Source: an optimization exercise on an open RTL-to-GDS flow (aim: a short achievable clock period and few clock cycles). Production flows keep margins and buffers that such runs may drop. Function was checked by simulation only, so behaviour that the tests miss may differ from the original. Power is estimated from default activity; no workload was simulated.

[flow/flow/run.sh]
#!/bin/bash
# The standard layout (standard.sh), with:
# - timing repair aimed at a tighter period than the 9 ns clock (setup
#   margin 5.8 ns, so repair works towards 3.2 ns);
# - port buffers of a fixed drive strength (buf_4);
# - the full and half adder cells left out of synthesis (added to the
#   platform's don't-use list), so adders are built from plain gates that
#   ABC can restructure for speed.
set -euo pipefail
DU="sky130_fd_sc_hd__probe_p_8 sky130_fd_sc_hd__probec_p_8 sky130_fd_sc_hd__lpflow_bleeder_1 sky130_fd_sc_hd__lpflow_clkbufkapwr_1 sky130_fd_sc_hd__lpflow_clkbufkapwr_16 sky130_fd_sc_hd__lpflow_clkbufkapwr_2 sky130_fd_sc_hd__lpflow_clkbufkapwr_4 sky130_fd_sc_hd__lpflow_clkbufkapwr_8 sky130_fd_sc_hd__lpflow_clkinvkapwr_1 sky130_fd_sc_hd__lpflow_clkinvkapwr_16 sky130_fd_sc_hd__lpflow_clkinvkapwr_2 sky130_fd_sc_hd__lpflow_clkinvkapwr_4 sky130_fd_sc_hd__lpflow_clkinvkapwr_8 sky130_fd_sc_hd__lpflow_decapkapwr_12 sky130_fd_sc_hd__lpflow_decapkapwr_3 sky130_fd_sc_hd__lpflow_decapkapwr_4 sky130_fd_sc_hd__lpflow_decapkapwr_6 sky130_fd_sc_hd__lpflow_decapkapwr_8 sky130_fd_sc_hd__lpflow_inputiso0n_1 sky130_fd_sc_hd__lpflow_inputiso0p_1 sky130_fd_sc_hd__lpflow_inputiso1n_1 sky130_fd_sc_hd__lpflow_inputiso1p_1 sky130_fd_sc_hd__lpflow_inputisolatch_1 sky130_fd_sc_hd__lpflow_isobufsrc_1 sky130_fd_sc_hd__lpflow_isobufsrc_16 sky130_fd_sc_hd__lpflow_isobufsrc_2 sky130_fd_sc_hd__lpflow_isobufsrc_4 sky130_fd_sc_hd__lpflow_isobufsrc_8 sky130_fd_sc_hd__lpflow_isobufsrckapwr_16 sky130_fd_sc_hd__lpflow_lsbuf_lh_hl_isowell_tap_1 sky130_fd_sc_hd__lpflow_lsbuf_lh_hl_isowell_tap_2 sky130_fd_sc_hd__lpflow_lsbuf_lh_hl_isowell_tap_4 sky130_fd_sc_hd__lpflow_lsbuf_lh_isowell_4 sky130_fd_sc_hd__lpflow_lsbuf_lh_isowell_tap_1 sky130_fd_sc_hd__lpflow_lsbuf_lh_isowell_tap_2 sky130_fd_sc_hd__lpflow_lsbuf_lh_isowell_tap_4 sky130_fd_sc_hd__fa_1 sky130_fd_sc_hd__fa_2 sky130_fd_sc_hd__fa_4 sky130_fd_sc_hd__ha_1 sky130_fd_sc_hd__ha_2 sky130_fd_sc_hd__ha_4"
bash standard.sh SETUP_SLACK_MARGIN=5.8 'BUFFER_PORTS_ARGS=-buffer_cell sky130_fd_sc_hd__buf_4' "DONT_USE_CELLS=$DU" finish > standard_flow.log 2>&1
[flow/standard.sh]
#!/bin/bash
# synth_recipe.tcl (not shown) runs the flow's synth.tcl, then flattens the netlist and writes it again
# the make line also repeats each setting of config.mk as NAME=value (left out here)
make -C /OpenROAD-flow-scripts/flow DESIGN_CONFIG=/design/flow/config.mk WORK_HOME=/design/flow/orfs CLKGATE_MAP_FILE= SYNTH_SCRIPT=/design/flow/synth_recipe.tcl "${@:-finish}"
[flow/config.mk]
export PLATFORM = sky130hd
export DESIGN_NAME = riscv
export DESIGN_NICKNAME = riscv
export VERILOG_FILES = /design/flow/design.v
export SDC_FILE = /design/flow/constraint.sdc
export NUM_CORES = 4
export LEC_CHECK = 0
export ABC_CLOCK_PERIOD_IN_PS = 3000
export CAP_MARGIN = 20
export CORE_MARGIN = 2
export CORE_UTILIZATION = 40
export GPL_TIMING_DRIVEN = 1
export SLEW_MARGIN = 20
[flow/constraint.sdc]
create_clock -name core_clock -period 9.0 [get_ports {clk}]
set_input_delay 1.8000 -clock core_clock [delete_from_list [all_inputs] [get_ports {clk}]]
set_output_delay 1.8000 -clock core_clock [all_outputs]
set_load 0.01 [all_outputs]
[flow/design.v]
`timescale 1ns / 1ps
 `timescale 1ns / 1ps
module ks_add #(parameter W = 32) (
	input wire [W-1:0] a,
	input wire [W-1:0] b,
	input wire cin,
	output wire [W-1:0] s,
	output wire cout
);
	localparam L = (W > 32) ? 6 : (W > 16) ? 5 : (W > 8) ? 4 : (W > 4) ? 3 : (W > 2) ? 2 : 1;
	wire [W-1:0] p0 = a ^ b;
	wire [W-1:0] g [0:L];
	wire [W-1:0] p [0:L];
	assign g[0] = {a[W-1:1] & b[W-1:1], (a[0] & b[0]) | (p0[0] & cin)};
	assign p[0] = p0;
	genvar k, i;
	generate
		for (k = 0; k < L; k = k + 1) begin : lvl
			for (i = 0; i < W; i = i + 1) begin : col
				if (i >= (1 << k)) begin : comb
					assign g[k+1][i] = g[k][i] | (p[k][i] & g[k][i - (1 << k)]);
					assign p[k+1][i] = p[k][i] & p[k][i - (1 << k)];
				end else begin : pass
					assign g[k+1][i] = g[k][i];
					assign p[k+1][i] = p[k][i];
				end
			end
		end
	endgenerate
	assign s = p0 ^ {g[L][W-2:0], cin};
	assign cout = g[L][W-1];
endmodule
 `timescale 1ns / 1ps
module riscv(
	input wire clk,
	input wire rst,
	input wire[31:0] inst,
	output wire[31:0] inst_addr,
	output wire ce,
	input wire[31:0] rdata,
	output wire[31:0] ram_waddr,
	output wire[31:0] ram_wdata,
	output wire ram_wreg,
	output wire[31:0] raddr
);
	reg [31:0] pc;
	reg        btb_v;
	reg [31:2] btb_tag;
	reg [31:2] btb_tgt;
	reg        d_valid;
	reg [31:0] d_ir;
	reg [31:0] d_pc;
	reg [31:0] d_pc4;
	reg        d_btb;
	reg        e_wen;
	reg        e_ldw;
	reg [4:0]  e_rd;
	reg        e_ld;
	reg        e_st;
	reg        e_jalr;
	reg        e_force;
	reg        e_r_eq, e_r_ne, e_r_lt, e_r_ge, e_r_ltu, e_r_geu;
	reg [2:0]  e_f3;
	reg [31:0] e_a;      
	reg [31:0] e_b;
	reg [31:0] e_ca;     
	reg [31:0] e_cb;
	reg [31:0] e_sa;     
	reg [4:0]  e_shl;    
	reg [4:0]  e_shr;    
	reg [31:0] e_sd;
	reg [31:0] e_alt;
	reg        e_cin;
	reg        e_r_add, e_r_sll, e_r_srl, e_r_sra, e_r_slt, e_r_sltu;
	reg        e_r_xor, e_r_or, e_r_and, e_r_link;
	reg        m_wen;
	reg [4:0]  m_rd;
	reg        m_ld;
	reg        m_st;
	reg [2:0]  m_f3;
	reg [31:0] m_res;
	reg [31:0] m_sd;
	reg        m_ldw;
	reg        w_wen;
	reg [4:0]  w_rd;
	reg        w_ld;
	reg [2:0]  w_f3;
	reg [31:0] w_res;
	reg [31:0] w_raw;    
	reg [32*31-1:0] rf;
	assign inst_addr = pc;
	assign ce = 1'b1;
	assign raddr = m_res;
	assign ram_waddr = m_res;
	assign ram_wdata = m_sd;
	assign ram_wreg = m_st;
	wire eq  = e_ca == e_cb;
	wire c_ge;
	ks_add #(32) cmp0 (.a(e_ca), .b(~e_cb), .cin(1'b1), .s(), .cout(c_ge));
	wire ltu = !c_ge;
	wire lt  = (e_ca[31] ^ e_cb[31]) ? e_ca[31] : ltu;
	wire e_redirect = e_force |
		(e_r_eq & eq) | (e_r_ne & !eq) |
		(e_r_lt & lt) | (e_r_ge & !lt) |
		(e_r_ltu & ltu) | (e_r_geu & !ltu);
	wire [31:0] sum;
	ks_add #(32) add0 (.a(e_a), .b(e_b), .cin(e_cin), .s(sum), .cout());
	wire [32:0] sr33 = $signed({e_r_sra & e_sa[31], e_sa}) >>> e_shr;
	wire [31:0] sr = sr33[31:0];
	wire [31:0] e_target = e_jalr ? {sum[31:2], 2'b00} : e_alt;
	wire [31:0] res_sh =
		({32{e_r_sll}}  & (e_sa << e_shl)) |
		({32{e_r_srl | e_r_sra}} & sr);
	wire [31:0] res_misc =
		({32{e_r_slt}}  & {31'd0, lt}) |
		({32{e_r_sltu}} & {31'd0, ltu}) |
		({32{e_r_xor}}  & (e_a ^ e_b)) |
		({32{e_r_or}}   & (e_a | e_b)) |
		({32{e_r_and}}  & (e_a & e_b)) |
		({32{e_r_link}} & e_alt);
	wire [31:0] res_oth = res_sh | res_misc;
	wire [31:0] res = ({32{e_r_add}} & sum) | res_oth;
	wire [31:0] st_data = (e_f3 == 3'b010) ? e_sd :
	                      (e_f3 == 3'b001) ? {16'd0, e_sd[15:0]} :
	                      (e_f3 == 3'b000) ? {24'd0, e_sd[7:0]} : 32'd0;
	reg [31:0] m_ldd;
	always @(*) begin
		case (m_f3)
			3'b000: m_ldd = {{24{rdata[7]}}, rdata[7:0]};
			3'b001: m_ldd = {{16{rdata[15]}}, rdata[15:0]};
			3'b100: m_ldd = {24'd0, rdata[7:0]};
			3'b101: m_ldd = {16'd0, rdata[15:0]};
			default: m_ldd = rdata;
		endcase
	end
	reg [31:0] ld_data;
	always @(*) begin
		case (w_f3)
			3'b000: ld_data = {{24{w_raw[7]}}, w_raw[7:0]};
			3'b001: ld_data = {{16{w_raw[15]}}, w_raw[15:0]};
			3'b100: ld_data = {24'd0, w_raw[7:0]};
			3'b101: ld_data = {16'd0, w_raw[15:0]};
			default: ld_data = w_raw;
		endcase
	end
	wire [31:0] w_data = w_ld ? ld_data : w_res;
	wire [6:0] opc = d_ir[6:0];
	wire [4:0] rd  = d_ir[11:7];
	wire [2:0] f3  = d_ir[14:12];
	wire [4:0] rs1 = d_ir[19:15];
	wire [4:0] rs2 = d_ir[24:20];
	wire is_lui   = opc == 7'b0110111;
	wire is_auipc = opc == 7'b0010111;
	wire is_jal   = opc == 7'b1101111;
	wire is_jalr  = opc == 7'b1100111;
	wire is_br    = opc == 7'b1100011;
	wire is_ld    = opc == 7'b0000011;
	wire is_st    = opc == 7'b0100011;
	wire is_opi   = opc == 7'b0010011;
	wire is_op    = opc == 7'b0110011;
	wire use1 = is_jalr | is_br | is_ld | is_st | is_opi | is_op;
	wire use2 = is_br | is_st | is_op;
	wire wr   = (is_lui | is_auipc | is_jal | is_jalr | is_ld | is_opi | is_op) & (rd != 5'd0);
	wire [31:0] imm_i = {{20{d_ir[31]}}, d_ir[31:20]};
	wire [31:0] imm_s = {{20{d_ir[31]}}, d_ir[31:25], d_ir[11:7]};
	wire [31:0] imm_b = {{20{d_ir[31]}}, d_ir[7], d_ir[30:25], d_ir[11:8], 1'b0};
	wire [31:0] imm_u = {d_ir[31:12], 12'b0};
	wire [31:2] d_tgt_j = d_pc[31:2] + {{12{d_ir[31]}}, d_ir[19:12], d_ir[20], d_ir[30:22]};
	wire [31:2] d_tgt_b = d_pc[31:2] + {{20{d_ir[31]}}, d_ir[7], d_ir[30:25], d_ir[11:9]};
	wire [31:2] d_tgt = is_jal ? d_tgt_j : d_tgt_b;
	wire d_back = is_br && d_ir[31];
	wire d_pred = is_jal || d_back;
	wire [32*32-1:0] rf_all = {rf, 32'd0};
	wire [31:0] rd1 = rf_all[32*rs1 +: 32];
	wire [31:0] rd2 = rf_all[32*rs2 +: 32];
	wire [31:0] rf1 = (w_wen && w_rd == rs1) ? w_data : rd1;
	wire [31:0] rf2 = (w_wen && w_rd == rs2) ? w_data : rd2;
	wire fe1 = e_wen && e_rd == rs1;
	wire fe2 = e_wen && e_rd == rs2;
	wire fm1 = m_wen && !m_ld && m_rd == rs1;
	wire fm2 = m_wen && !m_ld && m_rd == rs2;
	wire fl1 = m_ldw && m_rd == rs1;
	wire fl2 = m_ldw && m_rd == rs2;
	wire z1 = rs1 == 5'd0;
	wire z2 = rs2 == 5'd0;
	wire [31:0] old1 = (z1 || fl1) ? 32'd0 : fm1 ? m_res : rf1;
	wire [31:0] old2 = (z2 || fl2) ? 32'd0 : fm2 ? m_res : rf2;
	wire sel_a_e = fe1 && !z1 && !is_lui && !is_auipc;
	wire sel_b_e = fe2 && !z2 && (is_op | is_br);
	wire sel_s_e = fe2 && !z2;
	wire [31:0] a_old = is_lui ? 32'd0 : is_auipc ? d_pc : old1;
	wire d_sub = is_op & f3 == 3'b000 & d_ir[30];
	wire [31:0] b_old = (is_op | is_br) ? (d_sub ? ~old2 : old2) : is_st ? imm_s : (is_lui | is_auipc) ? imm_u : imm_i;
	wire kl1 = fl1 && !fe1 && !z1;
	wire kl2 = fl2 && !fe2 && !z2;
	wire kl_a = kl1 && !is_lui && !is_auipc;
	wire kl_b = kl2 && (is_op || is_br);
	wire kl_cb = kl2 && !is_opi;
	wire ka_a = sel_a_e & e_r_add;
	wire ka_b = sel_b_e & e_r_add;
	wire s_ca = fe1 && !z1;
	wire ka_ca = s_ca & e_r_add;
	wire s_cb = fe2 && !z2 && !is_opi;
	wire ka_cb = s_cb & e_r_add;
	wire ka_s = sel_s_e & e_r_add;
	wire is_sl = f3 == 3'b001;
	wire is_sr = f3 == 3'b101;
	wire s_shl = is_op && is_sl && sel_s_e;
	wire s_shr = is_op && is_sr && sel_s_e;
	wire ka_shl = s_shl & e_r_add;
	wire ka_shr = s_shr & e_r_add;
	wire kl_shl = kl2 && is_op && is_sl;
	wire kl_shr = kl2 && is_op && is_sr;
	wire [31:0] a_slow  = sel_a_e ? res_oth : a_old;
	wire [31:0] b_slow  = sel_b_e ? res_oth : b_old;
	wire [31:0] ca_slow = s_ca ? res_oth : old1;
	wire [31:0] cb_slow = s_cb ? res_oth : is_opi ? imm_i : old2;
	wire [31:0] sa_slow = sel_a_e ? res_oth : old1;
	wire [31:0] sd_slow = sel_s_e ? res_oth : old2;
	wire [4:0]  shl_slow = s_shl ? res_oth[4:0] : (is_op && is_sl) ? old2[4:0] : d_ir[24:20];
	wire [4:0]  shr_slow = s_shr ? res_oth[4:0] : (is_op && is_sr) ? old2[4:0] : d_ir[24:20];
	wire [31:0] a_new  = ({32{kl_a}} & m_ldd) | ({32{ka_a}} & sum) | a_slow;
	wire [31:0] b_new  = ({32{kl_b}} & m_ldd) | ({32{ka_b}} & sum) | b_slow;
	wire [31:0] ca_new = ({32{kl1}} & m_ldd) | ({32{ka_ca}} & sum) | ca_slow;
	wire [31:0] cb_new = ({32{kl_cb}} & m_ldd) | ({32{ka_cb}} & sum) | cb_slow;
	wire [31:0] sa_new = ({32{kl1}} & m_ldd) | ({32{ka_a}} & sum) | sa_slow;
	wire [31:0] sd_new = ({32{kl2}} & m_ldd) | ({32{ka_s}} & sum) | sd_slow;
	wire [4:0]  shl_new = ({5{kl_shl}} & m_ldd[4:0]) | ({5{ka_shl}} & sum[4:0]) | shl_slow;
	wire [4:0]  shr_new = ({5{kl_shr}} & m_ldd[4:0]) | ({5{ka_shr}} & sum[4:0]) | shr_slow;
	wire stall = d_valid && (
	             (e_ldw && ((use1 && e_rd == rs1) || (use2 && e_rd == rs2))) ||
	             (d_sub && !z2 && ((e_wen && e_rd == rs2) || (m_ldw && m_rd == rs2))));
	wire go = d_valid && !stall && !e_redirect;
	wire btb_hit = btb_v && btb_tag == pc[31:2];
	wire [31:0] pc4 = pc + 32'd4;
	wire d_redirect = d_valid && !stall && (d_btb ? !d_back : d_pred);
	wire [31:0] d_redirect_tgt = d_btb ? d_pc4 : {d_tgt, 2'b00};
	always @(posedge clk) begin
		if (rst) begin
			pc <= 32'd0;
			btb_v <= 1'b0;
			d_valid <= 1'b0;
		end else begin
			if (e_redirect)
				pc <= e_target;
			else if (stall)
				pc <= pc;
			else if (d_redirect)
				pc <= d_redirect_tgt;
			else if (btb_hit)
				pc <= {btb_tgt, 2'b00};
			else
				pc <= pc4;
			if (d_valid && !stall && !d_btb && d_back) begin
				btb_v <= 1'b1;
				btb_tag <= d_pc[31:2];
				btb_tgt <= d_tgt;
			end
			if (e_redirect || d_redirect)
				d_valid <= 1'b0;
			else if (!stall)
				d_valid <= 1'b1;
		end
		if (!stall) begin
			d_ir <= inst;
			d_pc <= pc;
			d_pc4 <= pc4;
			d_btb <= btb_hit;
		end
	end
	always @(posedge clk) begin
		if (rst || !go) begin
			e_wen <= 1'b0;
			e_ldw <= 1'b0;
			e_ld <= 1'b0;
			e_st <= 1'b0;
			e_jalr <= 1'b0;
			e_force <= 1'b0;
			e_r_eq <= 1'b0;
			e_r_ne <= 1'b0;
			e_r_lt <= 1'b0;
			e_r_ge <= 1'b0;
			e_r_ltu <= 1'b0;
			e_r_geu <= 1'b0;
		end else begin
			e_wen <= wr;
			e_ldw <= is_ld & wr;
			e_ld <= is_ld;
			e_st <= is_st;
			e_jalr <= is_jalr;
			e_force <= is_jalr | (is_br & d_back & (f3 == 3'b010 || f3 == 3'b011));
			e_r_eq  <= is_br & (d_back ? f3 == 3'b001 : f3 == 3'b000);
			e_r_ne  <= is_br & (d_back ? f3 == 3'b000 : f3 == 3'b001);
			e_r_lt  <= is_br & (d_back ? f3 == 3'b101 : f3 == 3'b100);
			e_r_ge  <= is_br & (d_back ? f3 == 3'b100 : f3 == 3'b101);
			e_r_ltu <= is_br & (d_back ? f3 == 3'b111 : f3 == 3'b110);
			e_r_geu <= is_br & (d_back ? f3 == 3'b110 : f3 == 3'b111);
		end
		e_rd <= rd;
		e_f3 <= f3;
		e_a  <= a_new;
		e_b  <= b_new;
		e_ca <= ca_new;
		e_cb <= cb_new;
		e_sa <= sa_new;
		e_shl <= shl_new;
		e_shr <= shr_new;
		e_sd <= sd_new;
		e_alt <= (is_br && !d_back) ? {d_tgt_b, 2'b00} : d_pc4;
		e_r_add  <= is_lui | is_auipc | is_ld | is_st |
		            (is_opi & f3 == 3'b000) | (is_op & f3 == 3'b000);
		e_cin    <= d_sub;
		e_r_sll  <= (is_opi | is_op) & f3 == 3'b001;
		e_r_srl  <= (is_opi | is_op) & f3 == 3'b101 & !d_ir[30];
		e_r_sra  <= (is_opi | is_op) & f3 == 3'b101 & d_ir[30];
		e_r_slt  <= (is_opi | is_op) & f3 == 3'b010;
		e_r_sltu <= (is_opi | is_op) & f3 == 3'b011;
		e_r_xor  <= (is_opi | is_op) & f3 == 3'b100;
		e_r_or   <= (is_opi | is_op) & f3 == 3'b110;
		e_r_and  <= (is_opi | is_op) & f3 == 3'b111;
		e_r_link <= is_jal | is_jalr;
	end
	always @(posedge clk) begin
		if (rst) begin
			m_wen <= 1'b0;
			m_ld <= 1'b0;
			m_ldw <= 1'b0;
			m_st <= 1'b0;
		end else begin
			m_wen <= e_wen;
			m_ld <= e_ld;
			m_ldw <= e_ldw;
			m_st <= e_st;
		end
		m_rd <= e_rd;
		m_f3 <= e_f3;
		m_res <= res;
		m_sd <= st_data;
	end
	always @(posedge clk) begin
		if (rst)
			w_wen <= 1'b0;
		else
			w_wen <= m_wen;
		w_rd <= m_rd;
		w_ld <= m_ld;
		w_f3 <= m_f3;
		w_res <= m_res;
		w_raw <= rdata;
	end
	genvar gi;
	generate
		for (gi = 1; gi < 32; gi = gi + 1) begin : wr_x
			always @(posedge clk) begin
				if (w_wen && w_rd == gi)
					rf[32*(gi-1) +: 32] <= w_data;
			end
		end
	endgenerate
endmodule
==> reports/metrics.cfg <==
[run_status]
status = timing/DRC/antenna clean

[sta]
relSlewSlack = 0.209
slew_violations = 0
fmax_mhz = 277
rsz0062_at_grt = true
hold_viol_final = 0
setup_viol = 0
min_period_over_period = 0.401
tns_ps = 0
post-route-min-period_ps = 3610
tightest_slew_ps = 1190
finClkSkew_ps = 71.7

[yosys]
synth_edf_count = 1147
synthCells = 6021
synthFlopType = edfxtp_1
netlist_area_mm2 = 0.0803
yosysSeqAreaShare = 0.541
yosys_warnings = 2
synth_nets = 6087
avgSynthCellArea_um2 = 13.3
ys_seq_elements = 1596
yosys.cell_types.count = 108
synthArstFlopShare = 0

[setup_path]
regToRegStartpoint = d_ir[9]
critPathCaptureType = flip-flop
reg2reg_to = pc[28]
worstPathArrival_ps = 4280
r2r_slack_ps = 5390
path_max_fanout = 6
worstPathRequired_ps = 9670
path_class = reg2reg
r2r.worst_path.cells = 15
startpoint_type = flip-flop

[clock_tree]
hold_buffers = 0
clk_pin_slew_ps = 60
cts_htree_levels = 4
cts_made_buffers = 171
clock_latency_ps = 890
cts_root_buf = clkbuf_16
clockBufferDepth = 3
cts.sinks = 1596
tritoncts = yes

[routing]
vias = 62500
drc = 0
post_drt_wl_per_cell_um = 36.6
drt-total-wl_um = 348000
drtIter0Drc = 8687
first_pass_iters = 7
vias_per_cell = 6.57
antenna_left = 0

[floorplanning]
die_area_mm2 = 0.204
start_util = 0.402
num_rows = 164
core-area_mm2 = 0.200
num_io_pins = 196
die_h_um = 452
die_w_um = 452

[flow_run]
drv_cap = 0

[global_routing]
grt_pass1_wl_um = 471000
grt_pass1_vias = 59700
grt_max_degree = 66
grt_use_total = 0.328
overflow = 0
antenna_found_initial = 12

[layout]
instances_no_fill = 9512
regArea_mm2 = 0.0437
regMostFlops = rf
utilization = 0.518
num-nets-final = 6768
drive_gt1_frac = 0.409
syn2layout_area_growth_pct = 28.8
fill_cells = 16400
multi_input_area_mm2 = 0.0387
largest_reg_flops = 992

[pwr]
power.density_mw_per_mm2 = 182
vdd_drop_max_v = 0.000229
p_leak_nw = 37.0

[min_path]
whs_path_depth = 0
min_from = e_rd[1]
min_to = m_rd[1]
hold_class = reg2reg

[placement]
place.gp.congestion = 1.00
port_buffers = 194
hpwl_um = 198000
dp_cells = 8509

[worst max-delay path by stage]
stage	start	to	slack [ps]
floorplan	w_f3[0]	e_b[24]	5810
global placement	d_ir[22]	pc[7]	4110
detailed placement	d_ir[22]	pc[7]	4080
CTS	e_b[0]	e_b[29]	5480
global route	d_ir[26]	pc[29]	5310
finish	d_ir[9]	pc[28]	5390
[synthesized netlist by cell type, types with 10 or more instances]
master    count  share of area
dfxtp_1     449           0.11
o21ai_0     233          0.015
o211ai_1     52         0.0049
edfxtp_1   1147           0.43
and2_1       59         0.0046
a221oi_1     25         0.0027
a31oi_1      59         0.0046
inv_1        75         0.0035
nor2_1      490          0.023
nand2_1     426          0.020
maj3_2       15         0.0021
a21o_1       32         0.0030
or3_1        14         0.0011
o31ai_1      27         0.0025
mux4_2      627           0.18
a221o_1      24         0.0030
a211o_1      14         0.0015
buf_4        37         0.0035
mux2_2      113          0.016
mux2i_1     194          0.024
nor4_1       17         0.0013
o211a_1      10         0.0012
buf_2       101         0.0063
a22oi_1      23         0.0022
a211oi_1     70         0.0065
o21a_1       22         0.0021
and3_1       32         0.0025
clkbuf_1    298          0.014
o22ai_1      49         0.0038
a21oi_1     343          0.021
a22o_1       68         0.0074
nand3_1      83         0.0052
nor3_1       62         0.0039
maj3_1       23         0.0029
xnor2_1     196          0.021
xor2_1      102          0.011
or2_2        25         0.0019
nand4_1      31         0.0024
nor2b_1      35         0.0027
buf_1        79         0.0037
o221ai_1     30         0.0033
nand2b_1     46         0.0036
[cell type report]
class / instances / share of cell area
repair buffers: 1008 / 0.113
inverters: 80 / 0.00341
clock inverters: 83 / 0.00717
diodes: 9 / 0.000218
well taps: 2656 / 0.0321
multi-input cells: 3839 / 0.375
flip-flops and latches: 1596 / 0.423
clock buffers: 235 / 0.0462
repair inverters: 6 / 0.000435
[cells in the final DEF, fill, tap and decap left out, types with 47 or more instances in the layout]
cell type and count:
o21ai_1 47, xor2_1 95, a31oi_1 51, buf_4 627, xnor2_1 173, mux4_2 627, mux2i_1 120, mux2i_4 50
nand3_1 60, a22o_1 67, nor2_4 53, nor2_1 382, clkbuf_16 190, nor2_2 58, dfxtp_1 351, dfxtp_4 71
buf_12 70, and2_1 57, o21ai_0 152, o211ai_1 52, a21oi_1 259, a21oi_2 73, nand2_1 395, inv_1 65
mux2_2 99, buf_16 88, buf_6 169, edfxtp_1 1147
[critical path: stages (launching register included)]
cell       delay [ps]
edfxtp_1          480
buf_4             180
o2111ai_4         120
o211ai_1          120
buf_4             160
buf_4             120
nand3_4           110
a2111o_1          540
nand4_1           180
a32oi_4            70
a22o_4            320
a32oi_2           220
xnor2_1           110
buf_4             160
a2111oi_4         400
a2111oi_1         100
[what timing repair did]
action / 4_1_cts / 5_1_grt
cloned: 99 / 19
setup endpoints to repair: 562 / 399
gates resized for setup: 1007 / 398
buffers inserted: 378 / 179
pin swaps: 220 / 275
[power breakdown]
part	internal, W	switching [W]
sequential	0.00815	0.000330
clock	0.00389	0.00314
combinational	0.00147	0.00185
total	0.0135	0.00531
[kinds of logic after synthesis]
group           after synthesis  share of synthesized area
flops                      1596                      0.541
xor+xnor                    299                     0.0327
compound gates             1186                     0.0966
simple gates               1370                     0.0775
buf+inv                     597                     0.0314
mux                         934                      0.216
fa+ha+maj                    38                    0.00497
other cells                   1                  0.0000467
[per-stage QoR]
step / cell area (µm²) / hold slack (ps) / power [W] / worst slack (ps)
2_1_floorplan: 80400 / 329 / 0.00996 / 5810
3_3_place_gp: 84500 / 379 / 0.0109 / 4110
3_5_place_dp: 84500 / 373 / 0.0109 / 4080
4_1_cts: 99700 / 382 / 0.0186 / 5480
5_1_grt: 103000 / 393 / 0.0193 / 5310
6_report: 103000 / 384 / 0.0188 / 5390
[metal layers]
layer / vias up / part of all wire / global-route usage / wire, µm
li1: 24900 / - / - / -
met1: 31600 / 0.34 / 0.394 / 118000
met2: 4732 / 0.46 / 0.514 / 160000
met3: 1336 / 0.11 / 0.0724 / 36900
met4: 6 / 0.096 / 0.256 / 33400
met5: - / 0.000092 / 0 / 32
Testbench counts, summed over its fixed seeds: cycles 26,590.

==> re-timing with driven ports <==
Ports are ideal in the flow. The routed layout listed here was re-timed in OpenROAD. Step 1, drivers: a clkbuf_16 drives clk and a buf_2 each remaining input, both assumed. Step 2 moves the port delays by t, midway between the first and last clock arrival at a register: inputs arrive t later, outputs are due t later. That takes back most of the time a late clock gives input paths. Three values: ideal ports, drivers, drivers and shift; two values: the first two.
t (ns): 0.949
setup WS [ns]: 5.391 / 5.391 / 5.057
worst hold slack (ns): 0.384 / 0.384 / 0.384
worst setup path after step 2: input to register
pins driven straight from the clock port: 1
After both steps setup and hold are still met in this run. For this run, drivers alone change the setup slack by 0.000 ns; drivers and shift together by -0.334 ns.
